Background: an optimization exercise with open tools, aiming at small area. Do not read the settings as production practice.
Function was checked by simulation only, so behaviour that the tests miss may differ from the original.
The clock port is modelled as an ideal driver, which makes a skipped or thinned clock tree look cheaper than it is; a real chip needs a root buffer or a tree.

==> v27: inputs <==
==> flow/design.v <==
`timescale  1ns/1ns
`default_nettype wire
module ch_nor4 (input a, input b, input c, input d, output y);
  assign y = ~(a | b | c | d);
endmodule
module ch_nand4 (input a, input b, input c, input d, output y);
  assign y = ~(a & b & c & d);
endmodule
module ch_nand4b (input an, input b, input c, input d, output y);
  assign y = ~(~an & b & c & d);
endmodule
module ch_nand4bb (input an, input bn, input c, input d, output y);
  assign y = ~(~an & ~bn & c & d);
endmodule
module ch_and4bb (input an, input bn, input c, input d, output y);
  assign y = ~an & ~bn & c & d;
endmodule
module ch_nand2 (input a, input b, output y);
  assign y = ~(a & b);
endmodule
module ch_mux4 (input [3:0] a, input [1:0] s, output y);
  assign y = a[s];
endmodule
module ch_mux2i (input a0, input a1, input s, output y);
  assign y = ~(s ? a1 : a0);
endmodule
module ch_hit #(parameter P = 16) (input [511:0] d, output g);
  localparam Q = P + 40;
  wire h1, h2, h3, l1;
  ch_nor4   u_h1 (.a(d[P+0]), .b(d[P+3]), .c(d[P+5]), .d(d[P+6]), .y(h1));
  ch_nor4   u_h2 (.a(d[P+7]), .b(d[Q+1]), .c(d[Q+2]), .d(d[Q+3]), .y(h2));
  ch_nor4   u_h3 (.a(d[Q+4]), .b(d[Q+5]), .c(d[Q+6]), .d(d[Q+7]), .y(h3));
  ch_nand4  u_l1 (.a(d[P+1]), .b(d[P+2]), .c(d[P+4]), .d(d[Q+0]), .y(l1));
  ch_nand4b u_g  (.an(l1), .b(h1), .c(h2), .d(h3), .y(g));
endmodule
module ch_port443 #(parameter P = 272) (input [511:0] d, output n);
  wire w1, w2, l1, l2;
  ch_nor4   u_w1 (.a(d[P+1]), .b(d[P+2]), .c(d[P+3]), .d(d[P+4]), .y(w1));
  ch_nor4   u_w2 (.a(d[P+5]), .b(d[P+6]), .c(d[P+7]), .d(d[P+10]), .y(w2));
  ch_nand4  u_l1 (.a(d[P+0]), .b(d[P+8]), .c(d[P+9]), .d(d[P+11]), .y(l1));
  ch_nand4b u_l2 (.an(d[P+14]), .b(d[P+12]), .c(d[P+13]), .d(d[P+15]), .y(l2));
  ch_nand4bb u_n (.an(l1), .bn(l2), .c(w1), .d(w2), .y(n));
endmodule
module parser_wrapper #(
  parameter C_BUS_DATA_WIDTH = 512                 ,
  parameter C_BUS_KEEP_WIDTH = (C_BUS_DATA_WIDTH/8)
) (
  input  wire                        CLK              ,
  input  wire                        RST_N            ,
  input  wire [C_BUS_DATA_WIDTH-1:0] IN_PACKET_TDATA  ,
  output wire                        IN_PACKET_TREADY ,
  input  wire                        IN_PACKET_TVALID ,
  input  wire                        IN_PACKET_TLAST  ,
  input  wire [C_BUS_KEEP_WIDTH-1:0] IN_PACKET_TKEEP  ,
  output wire [C_BUS_DATA_WIDTH-1:0] OUT_PACKET_TDATA ,
  input  wire                        OUT_PACKET_TREADY,
  output wire                        OUT_PACKET_TVALID,
  output wire                        OUT_PACKET_TLAST ,
  output wire [C_BUS_KEEP_WIDTH-1:0] OUT_PACKET_TKEEP ,
  output wire                        RULE_TDATA       ,
  output wire                        RULE_TVALID
);
  assign OUT_PACKET_TDATA  = IN_PACKET_TDATA;
  assign IN_PACKET_TREADY  = OUT_PACKET_TREADY;
  assign OUT_PACKET_TVALID = IN_PACKET_TVALID;
  assign OUT_PACKET_TLAST  = IN_PACKET_TLAST;
  assign OUT_PACKET_TKEEP  = IN_PACKET_TKEEP;
  wire [511:0] d = IN_PACKET_TDATA;
  wire take = IN_PACKET_TVALID & OUT_PACKET_TREADY;
  reg       first;       
  reg       second;      
  reg       candidate;
  reg [2:0] off;         
  reg       pend_valid, pend_rule;
  reg       rule_valid, rule;
  assign RULE_TDATA  = rule;
  assign RULE_TVALID = rule_valid;
  wire e1, e2, e3, e4, e5, le, n34, n36, p443, ne, is_cand;
  ch_nor4    u_e1 (.a(d[96]),  .b(d[97]),  .c(d[98]),  .d(d[100]), .y(e1));
  ch_nor4    u_e2 (.a(d[101]), .b(d[102]), .c(d[103]), .d(d[104]), .y(e2));
  ch_nor4    u_e3 (.a(d[105]), .b(d[106]), .c(d[107]), .d(d[108]), .y(e3));
  ch_nor4    u_e4 (.a(d[109]), .b(d[110]), .c(d[111]), .d(d[184]), .y(e4));
  ch_nor4    u_e5 (.a(d[187]), .b(d[188]), .c(d[189]), .d(d[190]), .y(e5));
  ch_nand4b  u_le (.an(d[191]), .b(d[99]), .c(d[185]), .d(d[186]), .y(le));
  ch_port443 #(.P(272)) u_p34 (.d(d), .n(n34));
  ch_port443 #(.P(288)) u_p36 (.d(d), .n(n36));
  ch_nand2   u_p  (.a(n34), .b(n36), .y(p443));
  ch_nand4   u_ne (.a(e1), .b(e2), .c(e3), .d(e4), .y(ne));
  ch_and4bb  u_c  (.an(ne), .bn(le), .c(e5), .d(p443), .y(is_cand));
  wire [7:0] g;
  genvar k;
  generate
    for (k = 0; k < 8; k = k + 1) begin : g_hit
      ch_hit #(.P(16+32*k)) u_hit (.d(d), .g(g[k]));
    end
  endgenerate
  wire m0, m1, hit;
  ch_mux4  u_m0 (.a(g[3:0]), .s(off[1:0]), .y(m0));
  ch_mux4  u_m1 (.a(g[7:4]), .s(off[1:0]), .y(m1));
  ch_mux2i u_m  (.a0(m0), .a1(m1), .s(off[2]), .y(hit));
  always @(posedge CLK or negedge RST_N) begin
    if (~RST_N) begin
      first      <= 1'b1;
      pend_valid <= 1'b0;
      rule_valid <= 1'b0;
    end else begin
      if (take)
        first <= IN_PACKET_TLAST;
      pend_valid <= take & (first ? IN_PACKET_TLAST : second);
      rule_valid <= pend_valid;
    end
  end
  always @(posedge CLK) begin
    if (take) begin
      second <= first & ~IN_PACKET_TLAST;
      if (first) begin
        candidate <= is_cand;
        off       <= d[372+:3];
      end
    end
    pend_rule <= ~first & candidate & hit;
    rule      <= pend_rule;
  end
endmodule
==> flow/flow/run.sh <==
#!/bin/bash
# The standard layout with three changes:
#  - ports are buffered with the smallest buffer (buffer_ports -buffer_cell);
#  - after the floorplan, combinational cells are swapped for the smallest
#    cell of their family (flow/downsize.tcl); later repair sizes up as needed;
#  - CTS builds one cluster of sinks with small clock buffers.
# Each step's output goes to a log of its own in this folder.
set -euo pipefail
export RESULTS=$PWD/orfs/results/$FLOW_PLATFORM/parser_wrapper/base
ARGS=(
  "PRE_IO_PLACEMENT_TCL=$PWD/flow/pins.tcl"
  "BUFFER_PORTS_ARGS=-buffer_cell sky130_fd_sc_hd__buf_1"
  "CTS_ARGS=-sink_clustering_enable -repair_clock_nets -buf_list sky130_fd_sc_hd__clkbuf_4 -sink_clustering_size 30 -sink_clustering_max_diameter 200 -dont_use_dummy_load"
)
bash standard.sh "${ARGS[@]}" floorplan > flow_floorplan.log 2>&1
openroad -no_init -exit flow/downsize.tcl > flow_downsize.log 2>&1
bash standard.sh "${ARGS[@]}" finish > flow_finish.log 2>&1
==> flow/flow/downsize.tcl <==
# Swap every combinational cell of the floorplan for the smallest cell of the
# same family (nor4_2 -> nor4_1, ...): synthesis sizes them for a load they
# do not have here, and later repair sizes up whatever needs it.
# Flip-flops and the cells the flow itself places are left alone.
set odb $::env(RESULTS)/2_floorplan.odb
read_db $odb
set db [ord::get_db]
set block [ord::get_db_block]
set smallest [dict create]
foreach lib [$db getLibs] {
  foreach m [$lib getMasters] {
    if {![regexp {^(sky130_fd_sc_hd__[a-z0-9]+)_[0-9]+$} [$m getName] -> base]} { continue }
    if {[$m getType] ne "CORE"} { continue }
    set a [expr {[$m getWidth] * [$m getHeight]}]
    if {![dict exists $smallest $base] || $a < [lindex [dict get $smallest $base] 1]} {
      dict set smallest $base [list $m $a]
    }
  }
}
set n 0
foreach inst [$block getInsts] {
  set m [$inst getMaster]
  if {![regexp {^(sky130_fd_sc_hd__[a-z0-9]+)_[0-9]+$} [$m getName] -> base]} { continue }
  if {[regexp {__(s?e?df|dl|dfb|sdf|edf|conb|tap|fill|decap|diode)} $base]} { continue }
  if {![dict exists $smallest $base]} { continue }
  lassign [dict get $smallest $base] best a
  if {$a < [$m getWidth] * [$m getHeight]} {
    puts "downsize [$inst getName]: [$m getName] -> [$best getName]"
    $inst swapMaster $best
    incr n
  }
}
puts "downsized $n cells"
write_db $odb
==> flow/flow/pins.tcl <==
# Put the ports that the logic uses (the data bits the filter reads, both
# their input and their output, the handshake, clock, reset and verdict) on
# the bottom edge, so that the logic sits close to them; the pure
# feed-through ports go anywhere else.
set bits {}
for {set k 0} {$k < 8} {incr k} {
  set p [expr {16 + 32 * $k}]
  for {set i 0} {$i < 8} {incr i} {
    lappend bits [expr {$p + $i}] [expr {$p + 40 + $i}]
  }
}
foreach {lo hi} {96 111 184 191 272 303 372 374} {
  for {set i $lo} {$i <= $hi} {incr i} { lappend bits $i }
}
set names {}
foreach b [lsort -integer -unique $bits] {
  lappend names "IN_PACKET_TDATA\[$b\]" "OUT_PACKET_TDATA\[$b\]"
}
lappend names CLK RST_N IN_PACKET_TVALID OUT_PACKET_TVALID IN_PACKET_TLAST \
  OUT_PACKET_TLAST OUT_PACKET_TREADY IN_PACKET_TREADY RULE_TDATA RULE_TVALID
puts "pins on the bottom edge: [llength $names]"
set_io_pin_constraint -pin_names $names -region bottom:*
==> flow/standard.sh <==
#!/bin/bash
# synth_recipe.tcl (not shown) runs the flow's synth.tcl, then flattens the netlist and writes it again
# the make line also repeats each setting of config.mk as NAME=value (left out here)
make -C /OpenROAD-flow-scripts/flow DESIGN_CONFIG=/design/flow/config.mk WORK_HOME=/design/flow/orfs CLKGATE_MAP_FILE= SYNTH_SCRIPT=/design/flow/synth_recipe.tcl "${@:-finish}"
==> flow/config.mk <==
export PLATFORM = sky130hd
export DESIGN_NAME = parser_wrapper
export DESIGN_NICKNAME = parser_wrapper
export VERILOG_FILES = /design/flow/design.v
export SDC_FILE = /design/flow/constraint.sdc
export NUM_CORES = 4
export LEC_CHECK = 0
export CAP_MARGIN = 20
export CORE_AREA = 5 5 435 435
export DIE_AREA = 0 0 440 440
export SLEW_MARGIN = 20
export SYNTH_HIERARCHICAL = 1
export SYNTH_MINIMUM_KEEP_SIZE = 0
==> flow/constraint.sdc <==
create_clock -name core_clock -period 5.0 [get_ports {CLK}]
set_input_delay 1.0000 -clock core_clock [delete_from_list [all_inputs] [get_ports {CLK}]]
set_output_delay 1.0000 -clock core_clock [all_outputs]
set_load 0.01 [all_outputs]
==> v37: changes against v27 <==
- PLACE_DENSITY: unset -> 0.4
==> v39: changes against v27 <==
--- a/flow/design.v
+++ b/flow/design.v
@@ -25,11 +25,34 @@
   assign y = ~(s ? a1 : a0);
 endmodule
-module ch_hit #(parameter P = 16) (input [511:0] d, output g);
+module ch_nor2 (input a, input b, output y);
+  assign y = ~(a | b);
+endmodule
+module ch_nor3 (input a, input b, input c, output y);
+  assign y = ~(a | b | c);
+endmodule
+module ch_and3 (input a, input b, input c, output y);
+  assign y = a & b & c;
+endmodule
+module ch_mux2 (input a0, input a1, input s, output y);
+  assign y = s ? a1 : a0;
+endmodule
+module ch_a21oi (input a1, input a2, input b1, output y);
+  assign y = ~((a1 & a2) | b1);
+endmodule
+module ch_hit #(parameter P = 16, parameter X = 0) (input [511:0] d, input hx, output g);
   localparam Q = P + 40;
   wire h1, h2, h3, l1;
-  ch_nor4   u_h1 (.a(d[P+0]), .b(d[P+3]), .c(d[P+5]), .d(d[P+6]), .y(h1));
-  ch_nor4   u_h2 (.a(d[P+7]), .b(d[Q+1]), .c(d[Q+2]), .d(d[Q+3]), .y(h2));
-  ch_nor4   u_h3 (.a(d[Q+4]), .b(d[Q+5]), .c(d[Q+6]), .d(d[Q+7]), .y(h3));
   ch_nand4  u_l1 (.a(d[P+1]), .b(d[P+2]), .c(d[P+4]), .d(d[Q+0]), .y(l1));
+  generate
+    if (X) begin : g_x
+      ch_nor4 u_h1 (.a(d[P+0]), .b(d[P+3]), .c(d[P+5]), .d(d[P+6]), .y(h1));
+      ch_nor4 u_h2 (.a(d[P+7]), .b(d[Q+1]), .c(d[Q+2]), .d(d[Q+7]), .y(h2));
+      assign h3 = hx;
+    end else begin : g_n
+      ch_nor4 u_h1 (.a(d[P+0]), .b(d[P+3]), .c(d[P+5]), .d(d[P+6]), .y(h1));
+      ch_nor4 u_h2 (.a(d[P+7]), .b(d[Q+1]), .c(d[Q+2]), .d(d[Q+3]), .y(h2));
+      ch_nor4 u_h3 (.a(d[Q+4]), .b(d[Q+5]), .c(d[Q+6]), .d(d[Q+7]), .y(h3));
+    end
+  endgenerate
   ch_nand4b u_g  (.an(l1), .b(h1), .c(h2), .d(h3), .y(g));
 endmodule
@@ -67,8 +90,6 @@
   assign OUT_PACKET_TKEEP  = IN_PACKET_TKEEP;
   wire [511:0] d = IN_PACKET_TDATA;
-  wire take = IN_PACKET_TVALID & OUT_PACKET_TREADY;
-  reg       first;       
-  reg       second;      
-  reg       candidate;
+  wire         L = IN_PACKET_TLAST;
+  reg       s1, s0;
   reg [2:0] off;         
   reg       pend_valid, pend_rule;
@@ -76,5 +97,5 @@
   assign RULE_TDATA  = rule;
   assign RULE_TVALID = rule_valid;
-  wire e1, e2, e3, e4, e5, le, n34, n36, p443, ne, is_cand;
+  wire e1, e2, e3, e4, e5, le, n34, n36, p443, ne, not_cand;
   ch_nor4    u_e1 (.a(d[96]),  .b(d[97]),  .c(d[98]),  .d(d[100]), .y(e1));
   ch_nor4    u_e2 (.a(d[101]), .b(d[102]), .c(d[103]), .d(d[104]), .y(e2));
@@ -87,10 +108,10 @@
   ch_nand2   u_p  (.a(n34), .b(n36), .y(p443));
   ch_nand4   u_ne (.a(e1), .b(e2), .c(e3), .d(e4), .y(ne));
-  ch_and4bb  u_c  (.an(ne), .bn(le), .c(e5), .d(p443), .y(is_cand));
+  ch_nand4bb u_c  (.an(ne), .bn(le), .c(e5), .d(p443), .y(not_cand));
   wire [7:0] g;
   genvar k;
   generate
     for (k = 0; k < 8; k = k + 1) begin : g_hit
-      ch_hit #(.P(16+32*k)) u_hit (.d(d), .g(g[k]));
+      ch_hit #(.P(16+32*k), .X(k == 4)) u_hit (.d(d), .hx(e5), .g(g[k]));
     end
   endgenerate
@@ -99,25 +120,32 @@
   ch_mux4  u_m1 (.a(g[7:4]), .s(off[1:0]), .y(m1));
   ch_mux2i u_m  (.a0(m0), .a1(m1), .s(off[2]), .y(hit));
+  wire nt, first, s1_d, s0_d, s1_n, s0_n, ld, npv, pv_d, pr_d;
+  ch_nand2  u_nt  (.a(IN_PACKET_TVALID), .b(OUT_PACKET_TREADY), .y(nt));
+  ch_nor2   u_f   (.a(s1), .b(s0), .y(first));
+  ch_nor3   u_s1d (.a(L), .b(s1), .c(s0), .y(s1_d));           
+  ch_a21oi  u_s0d (.a1(first), .a2(not_cand), .b1(L), .y(s0_d));  
+  ch_mux2   u_s1n (.a0(s1_d), .a1(s1), .s(nt), .y(s1_n));
+  ch_mux2   u_s0n (.a0(s0_d), .a1(s0), .s(nt), .y(s0_n));
+  ch_nor3   u_ld  (.a(nt), .b(s1), .c(s0), .y(ld));             
+  ch_a21oi  u_npv (.a1(first), .a2(L), .b1(s1), .y(npv));
+  ch_nor2   u_pv  (.a(nt), .b(npv), .y(pv_d));
+  ch_and3   u_pr  (.a(s1), .b(s0), .c(hit), .y(pr_d));
   always @(posedge CLK or negedge RST_N) begin
     if (~RST_N) begin
-      first      <= 1'b1;
+      s1         <= 1'b0;
+      s0         <= 1'b0;
       pend_valid <= 1'b0;
       rule_valid <= 1'b0;
     end else begin
-      if (take)
-        first <= IN_PACKET_TLAST;
-      pend_valid <= take & (first ? IN_PACKET_TLAST : second);
+      s1         <= s1_n;
+      s0         <= s0_n;
+      pend_valid <= pv_d;
       rule_valid <= pend_valid;
     end
   end
   always @(posedge CLK) begin
-    if (take) begin
-      second <= first & ~IN_PACKET_TLAST;
-      if (first) begin
-        candidate <= is_cand;
-        off       <= d[372+:3];
-      end
-    end
-    pend_rule <= ~first & candidate & hit;
+    if (ld)
+      off <= d[372+:3];
+    pend_rule <= pr_d;
     rule      <= pend_rule;
   end
--- a/flow/flow/run.sh
+++ b/flow/flow/run.sh
@@ -4,9 +4,11 @@
 #  - after the floorplan, combinational cells are swapped for the smallest
 #    cell of their family (flow/downsize.tcl); later repair sizes up as needed;
-#  - CTS builds one cluster of sinks with small clock buffers.
+#  - the clock tree is one clkbuf_4 (flow/cts_post.tcl);
+#  - the ports the logic uses are on one edge (flow/pins.tcl).
 # Each step's output goes to a log of its own in this folder.
 set -euo pipefail
 export RESULTS=$PWD/orfs/results/$FLOW_PLATFORM/parser_wrapper/base
 ARGS=(
+  "POST_CTS_TCL=$PWD/flow/cts_post.tcl"
   "PRE_IO_PLACEMENT_TCL=$PWD/flow/pins.tcl"
   "BUFFER_PORTS_ARGS=-buffer_cell sky130_fd_sc_hd__buf_1"
==> flow/flow/cts_post.tcl (new file) <==
# After CTS: the design has ten flip-flops, so let the root clock buffer drive
# them all and remove the leaf buffers (and any dummy load) below it. The
# clock port still drives only the root buffer, and every flip-flop sees the
# same single buffer.
set block [ord::get_db_block]
set root [$block findInst clkbuf_0_CLK]
set rootnet [[$root findITerm X] getNet]
foreach it [$rootnet getITerms] {
  set inst [$it getInst]
  if {$inst eq $root} { continue }
  set m [[$inst getMaster] getName]
  if {![string match "sky130_fd_sc_hd__clk*" $m]} { continue }
  set out [$inst findITerm Y]
  if {$out eq "NULL"} { set out [$inst findITerm X] }
  set leafnet [$out getNet]
  if {$leafnet ne "NULL"} {
    foreach sink [$leafnet getITerms] {
      if {[$sink getInst] eq $inst} { continue }
      $sink disconnect
      $sink connect $rootnet
    }
  }
  puts "cts_post: removing [$inst getName] ($m)"
  odb::dbInst_destroy $inst
  if {$leafnet ne "NULL"} { odb::dbNet_destroy $leafnet }
}
if {[info exists ::env(CTS_ROOT_BUF)]} {
  $root swapMaster [[ord::get_db] findMaster $::env(CTS_ROOT_BUF)]
}
puts "cts_post: [$root getName] drives [llength [$rootnet getITerms]] pins"
detailed_placement
check_placement -verbose
estimate_parasitics -placement
report_clock_skew
report_checks -path_delay min
- PLACE_DENSITY: unset -> 0.4
==> v11: changes against v27 <==
--- a/flow/flow/run.sh
+++ b/flow/flow/run.sh
@@ -9,5 +9,4 @@
 export RESULTS=$PWD/orfs/results/$FLOW_PLATFORM/parser_wrapper/base
 ARGS=(
-  "PRE_IO_PLACEMENT_TCL=$PWD/flow/pins.tcl"
   "BUFFER_PORTS_ARGS=-buffer_cell sky130_fd_sc_hd__buf_1"
   "CTS_ARGS=-sink_clustering_enable -repair_clock_nets -buf_list sky130_fd_sc_hd__clkbuf_4 -sink_clustering_size 30 -sink_clustering_max_diameter 200 -dont_use_dummy_load"
removed: flow/flow/pins.tcl
==> results.toml <==
[run_status]
status = "aborted with a tool error"
stop_stage = "global placement"
tool.error = "[ERROR GPL-0305] RePlAce diverged during gradient descent calculation, resulting in an invalid step length (Inf or NaN). This is often caused by numerical instability ..."

[floorplan]
initial_core_util_pct = 2.91

[logic_synthesis]
synthMuxAreaShare_pct = 1.50
synth_ff_type = "edfxtp_1"
synth-async-reset-ratio_pct = 30.0
synth.net_count = 1241
# the run above: v27

==> results.toml <==
[logic_synthesis]
synth_ff_type = "edfxtp_1"
synthMuxAreaShare_pct = 1.50
synthCells = 660
synth.net_count = 1241
synth_simple_gate_area_share_pct = 12.1

[job]
max_cap_viol_count = 0

[worst_setup_path]
reg2reg_from = "off[0]$_DFFE_PP_"

[floorplan]
initial_core_util_pct = 2.91

[layout]
regArea_um2 = 267

[power_and_ir_drop]
p_int_uw = 187

[run_status]
status = "timing/DRC/antenna clean"

[clock_tree]
htree_levels = 1
# the run above: v11

==> results.toml <==
[logic_synthesis]
synthMuxAreaShare_pct = 1.50
synth_ff_type = "edfxtp_1"
synth-async-reset-ratio_pct = 30.0
synth.net_count = 1241

[global_routing]
grtUsageMet1_pct = 4.50

[power_and_ir_drop]
switching_power_uw = 245

[hold_path]
worstHoldPathType = "register to register"

[floorplan]
initial_core_util_pct = 2.91

[layout]
buffers = 351
multi_input_area_um2 = 514

[clock_tree]
cts_tree = "done"

[run_status]
status = "timing/DRC/antenna clean"
# the run above: v37

==> results.toml <==
[logic_synthesis]
synthMuxAreaShare_pct = 1.60
synth.net_count = 1240
synth-async-reset-ratio_pct = 44.4

[run_status]
status = "timing/DRC/antenna clean"

[layout]
layout.cells.non_filler = 2903

[floorplan]
die_y_um = 440

[worst_setup_path]
path_cells = "buf_1 -> buf_1"

[power_and_ir_drop]
irDropWorstVdd_v = 0.0000464

[clock_tree]
clock_sinks = 9

[timing]
setup_violations = 0
# the run above: v39

## afterwards: timing with drivers on the ports
No port has a modelled driver above. Below, the same layouts with a new extraction and two added sets of constraints.
Step 1 sets driving cells, clkbuf_16 on the clock port and buf_2 on the other inputs (assumed; they add their load-dependent delay and slew).
Step 2 also shifts input and output timing later by t, the mid clock arrival at the registers, as if the neighbouring blocks saw the same clock.
Three values: ideal, step 1, step 2; two values: the first two.
| run | t, ns | slack for setup (ns) | slew at the worst register clock pin (ns) | worst slew at a driven data input, ns | pins driven straight from the clock port |
|---|---|---|---|---|---|
| v37 | 0.355 | 2.173 / 2.131 / 2.008 | 0.10 / 0.10 | 0.59 | 1 |
| v39 | 0.196 | 2.154 / 2.125 / 2.026 | 0.10 / 0.10 | 0.64 | 1 |
| v11 | 0.383 | 2.014 / 1.984 / 1.713 | 0.10 / 0.10 | 0.53 | 1 |
After both steps setup and hold are still met in every run listed. The setup slack of v11, which loses most, moves by -0.030 ns with the drivers and by -0.301 ns with both steps.
